Context: an optimization exercise on an open-source flow, tuned for small area. The choices shown serve that exercise and are no tape-out recipe.
In this exercise RTL edits were held to simulation tests only and were not proved equivalent to the original.
No activity file was given, so power comes from the tool's default toggle rates.

==> delta: inputs <==
// WTA
module WTA
#(
	parameter  MAXDISPARITY = 64 ,
	parameter  LPDI_WIDTH = 8 ,
	parameter  INPUTDATAWID = 513,
	parameter  OUTPUTDATAWID = 9
  )
(
	input wire                      clk,
	input wire                      en,
	input wire                      pixelEN,
	input  wire[INPUTDATAWID-1:0]   LPDi,
	output wire[OUTPUTDATAWID-1:0]  disparity
);
clock: 6.67 ns
lec_check: 0
cap_margin: 20
core_margin: 2
core_utilization: 40
slew_margin: 20
standard.sh (not shown) runs the stock make flow with config.mk's settings and CLKGATE_MAP_FILE= SYNTH_SCRIPT=/design/flow/synth_recipe.tcl, a recipe that flattens the netlist after the stock synthesis.
==> flow/flow/run.sh <==
#!/bin/bash
set -euo pipefail
W=$PWD
PLAT="$FLOW_HOME/platforms/$FLOW_PLATFORM"
bash standard.sh synth > "$W/synth_ref.log" 2>&1
cp orfs/results/"$FLOW_PLATFORM"/WTA/base/1_2_yosys.v "$W/ref_synth.v"
python3 flow/map.py "$FLOW_DESIGN" "$W/ref_synth.v" "$W/mapped.v" > "$W/map.log" 2>&1
sed 's/\bmodule WTA\b/module WTA_rtl/' "$FLOW_DESIGN" > "$W/rtl_ref.v"
iverilog -g2012 -DFUNCTIONAL -DUNIT_DELAY=#0 -o "$W/selfcheck.vvp" flow/selfcheck_tb.v "$W/rtl_ref.v" \
  "$PLAT/verilog/primitives.v" "$PLAT/verilog/sky130_fd_sc_hd.v" "$W/mapped.v" > "$W/selfcheck.log" 2>&1
vvp -n "$W/selfcheck.vvp" >> "$W/selfcheck.log" 2>&1
grep -q "SELFCHECK PASS" "$W/selfcheck.log"
rm -rf orfs
bash standard.sh SYNTH_NETLIST_FILES="$W/mapped.v" \
  "BUFFER_PORTS_ARGS=-buffer_cell sky130_fd_sc_hd__buf_1" GPL_TIMING_DRIVEN=0 CORE_UTILIZATION=35 CTS_BUF_LIST=sky130_fd_sc_hd__clkbuf_8 finish > "$W/layout.log" 2>&1
Other scripts of this flow, unchanged in this note and not shown: flow/flow/map.py, flow/flow/selfcheck_tb.v
==> onyx (differences from delta) <==
--- a/flow/flow/run.sh
+++ b/flow/flow/run.sh
@@ -14,2 +14,2 @@
 bash standard.sh SYNTH_NETLIST_FILES="$W/mapped.v" \
-  "BUFFER_PORTS_ARGS=-buffer_cell sky130_fd_sc_hd__buf_1" GPL_TIMING_DRIVEN=0 CORE_UTILIZATION=35 CTS_BUF_LIST=sky130_fd_sc_hd__clkbuf_8 finish > "$W/layout.log" 2>&1
+  "BUFFER_PORTS_ARGS=-buffer_cell sky130_fd_sc_hd__buf_1" GPL_TIMING_DRIVEN=0 CORE_UTILIZATION=30 PLACE_DENSITY=0.50 "CTS_ARGS=-sink_clustering_enable -repair_clock_nets -buf_list sky130_fd_sc_hd__clkbuf_8 -dont_use_dummy_load" finish > "$W/layout.log" 2>&1
==> summary.json <==
{
  "cts.reportedPaths.clkPinSlew": {"value": 0.07, "unit": "ns"},
  "power.leakage": {"value": 3.84, "unit": "nW"},
  "antenna-diode-count": {"value": 3},
  "vdd_drop_max": {"value": 0.113, "unit": "mV"},
  "post_cts_resized": {"value": 4},
  "switchingPower": {"value": 1.02, "unit": "mW"},
  "chip_height": {"value": 175, "unit": "um"},
  "timing.slew.headroom": {"value": 61.0, "unit": "%"},
  "intPower": {"value": 1.09, "unit": "mW"},
  "reg2reg_slack": {"value": 4.05, "unit": "ns"},
  "worst_hold_path.endpoint": {"value": "pipe[14]$_DFFE_PP_"},
  "period_share": {"value": 96.5, "unit": "%"},
  "crit_path_max_incr_delay": {"value": 0.75, "unit": "ns"},
  "status": {"value": "finished clean"},
  "multi_input_area_share": {"value": 64.6, "unit": "%"}
}
# the run above: delta

==> summary.json <==
{
  "vdd_drop_max": {"value": 0.0953, "unit": "mV"},
  "taps": {"value": 448},
  "worst_hold_path.endpoint": {"value": "pipe[10]$_DFFE_PP_"},
  "chip_height": {"value": 189, "unit": "um"},
  "switchingPower": {"value": 1.00, "unit": "mW"},
  "reg2reg_slack": {"value": 4.07, "unit": "ns"},
  "worst-endpoint-required": {"value": 6.72, "unit": "ns"},
  "power.leakage": {"value": 3.82, "unit": "nW"},
  "period_share": {"value": 95.4, "unit": "%"},
  "cts.reportedPaths.clkPinSlew": {"value": 0.06, "unit": "ns"},
  "power_clock": {"value": 0.244, "unit": "mW"},
  "crit_path_max_incr_delay": {"value": 0.74, "unit": "ns"},
  "number_of_flip_flops_in_the_largest_register": {"value": 35},
  "multi_input_area_share": {"value": 64.4, "unit": "%"},
  "intPower": {"value": 1.09, "unit": "mW"},
  "status": {"value": "finished clean"},
  "antenna-diode-count": {"value": 12}
}
# the run above: onyx


---

==> inputs of trial 19 <==
Starting RTL as in the previous note.
==> flow/config.mk <==
export PLATFORM = sky130hd
export DESIGN_NAME = WTA
export DESIGN_NICKNAME = WTA
export VERILOG_FILES = /design/flow/design.v
export SDC_FILE = /design/flow/constraint.sdc
export NUM_CORES = 8
export LEC_CHECK = 0
export CAP_MARGIN = 20
export CORE_MARGIN = 2
export CORE_UTILIZATION = 40
export SLEW_MARGIN = 20
==> flow/constraint.sdc <==
create_clock -name core_clock -period 6.67 [get_ports {clk}]
set_input_delay 1.3340 -clock core_clock [delete_from_list [all_inputs] [get_ports {clk}]]
set_output_delay 1.3340 -clock core_clock [all_outputs]
set_load 0.01 [all_outputs]
==> flow/flow/run.sh <==
#!/bin/bash
set -euo pipefail
W=$PWD
PLAT="$FLOW_HOME/platforms/$FLOW_PLATFORM"
bash standard.sh synth > "$W/synth_ref.log" 2>&1
cp orfs/results/"$FLOW_PLATFORM"/WTA/base/1_2_yosys.v "$W/ref_synth.v"
python3 flow/map.py "$FLOW_DESIGN" "$W/ref_synth.v" "$W/mapped.v" > "$W/map.log" 2>&1
sed 's/\bmodule WTA\b/module WTA_rtl/' "$FLOW_DESIGN" > "$W/rtl_ref.v"
iverilog -g2012 -DFUNCTIONAL -DUNIT_DELAY=#0 -o "$W/selfcheck.vvp" flow/selfcheck_tb.v "$W/rtl_ref.v" \
  "$PLAT/verilog/primitives.v" "$PLAT/verilog/sky130_fd_sc_hd.v" "$W/mapped.v" > "$W/selfcheck.log" 2>&1
vvp -n "$W/selfcheck.vvp" >> "$W/selfcheck.log" 2>&1
grep -q "SELFCHECK PASS" "$W/selfcheck.log"
rm -rf orfs
bash standard.sh SYNTH_NETLIST_FILES="$W/mapped.v" \
  "BUFFER_PORTS_ARGS=-buffer_cell sky130_fd_sc_hd__buf_1" GPL_TIMING_DRIVEN=0 CORE_UTILIZATION=35 PLACE_DENSITY=0.50 CTS_BUF_LIST=sky130_fd_sc_hd__clkbuf_8 finish > "$W/layout.log" 2>&1
Other scripts of this flow, unchanged in this note and not shown: flow/flow/map.py, flow/flow/selfcheck_tb.v
==> trial 70 (differences from trial 19) <==
--- a/flow/flow/run.sh
+++ b/flow/flow/run.sh
@@ -13,3 +13,3 @@
 rm -rf orfs
 bash standard.sh SYNTH_NETLIST_FILES="$W/mapped.v" \
-  "BUFFER_PORTS_ARGS=-buffer_cell sky130_fd_sc_hd__buf_1" GPL_TIMING_DRIVEN=0 CORE_UTILIZATION=35 PLACE_DENSITY=0.50 CTS_BUF_LIST=sky130_fd_sc_hd__clkbuf_8 finish > "$W/layout.log" 2>&1
+  "BUFFER_PORTS_ARGS=-buffer_cell sky130_fd_sc_hd__buf_1" GPL_TIMING_DRIVEN=0 CORE_UTILIZATION=35 PLACE_DENSITY=0.50 "CTS_ARGS=-sink_clustering_enable -repair_clock_nets -buf_list sky130_fd_sc_hd__clkbuf_8 -dont_use_dummy_load" finish > "$W/layout.log" 2>&1
==> comparison table <==
| metric | trial 70 | trial 19 |
|---|---|---|
| Run status | no timing/DRC/antenna violations | no timing/DRC/antenna violations |
| Clock network power share | 0.124 | 0.172 |
| Slew headroom | 0.633 | 0.631 |
| M1 WL | 20.7 mm | 20.7 mm |
| Drt first-iter violations | 1476 | 1561 |
| Clk latency of the worst-skew pair | 0.33 ns | 0.34 ns |
| Met3 WL post-DR | 3.72 mm | 3.71 mm |
| Vias per cell | 6.54 | 6.53 |
| Leakage | 0.00378 uW | 0.00383 uW |
| Final standard cell count with taps included and fillers excluded | 2256 | 2263 |
| Final Cycle Share | 0.959 | 0.952 |
| Register-to-register setup slack | 4.02 ns | 4.03 ns |
| Final design utilization | 0.451 | 0.454 |
| Total power consumption of the routed design | 2000 uW | 2110 uW |

[what the ideal ports hide]
No port has a modelled driver above. Below, the same layouts with a new extraction and two added sets of constraints. Step 1, drivers: a clkbuf_16 drives clk and a buf_2 each remaining input, both assumed. Step 2 times the ports against the registers' clock, not the clock port: input delays grow and output delays shrink by t, the midpoint of the rising clock arrivals with the driver on. a / b / c = ideal / step 1 / step 2; a / b = the first two.
| run | t, ns | slack for setup (ns) | worst data-port slew with drivers (ns) |
|---|---|---|---|
| delta | 0.357 | 0.233 / 0.238 / -0.119 | 0.12 |
| onyx | 0.340 | 0.305 / 0.305 / -0.035 | 0.11 |
| trial 19 | 0.363 | 0.317 / 0.324 / -0.039 | 0.10 |
| trial 70 | 0.354 | 0.271 / 0.278 / -0.076 | 0.10 |
With both steps, setup timing fails in every run listed, where it was met with ideal ports. The setup slack of trial 19, which loses most, moves by +0.007 ns with the drivers and by -0.356 ns with both steps.
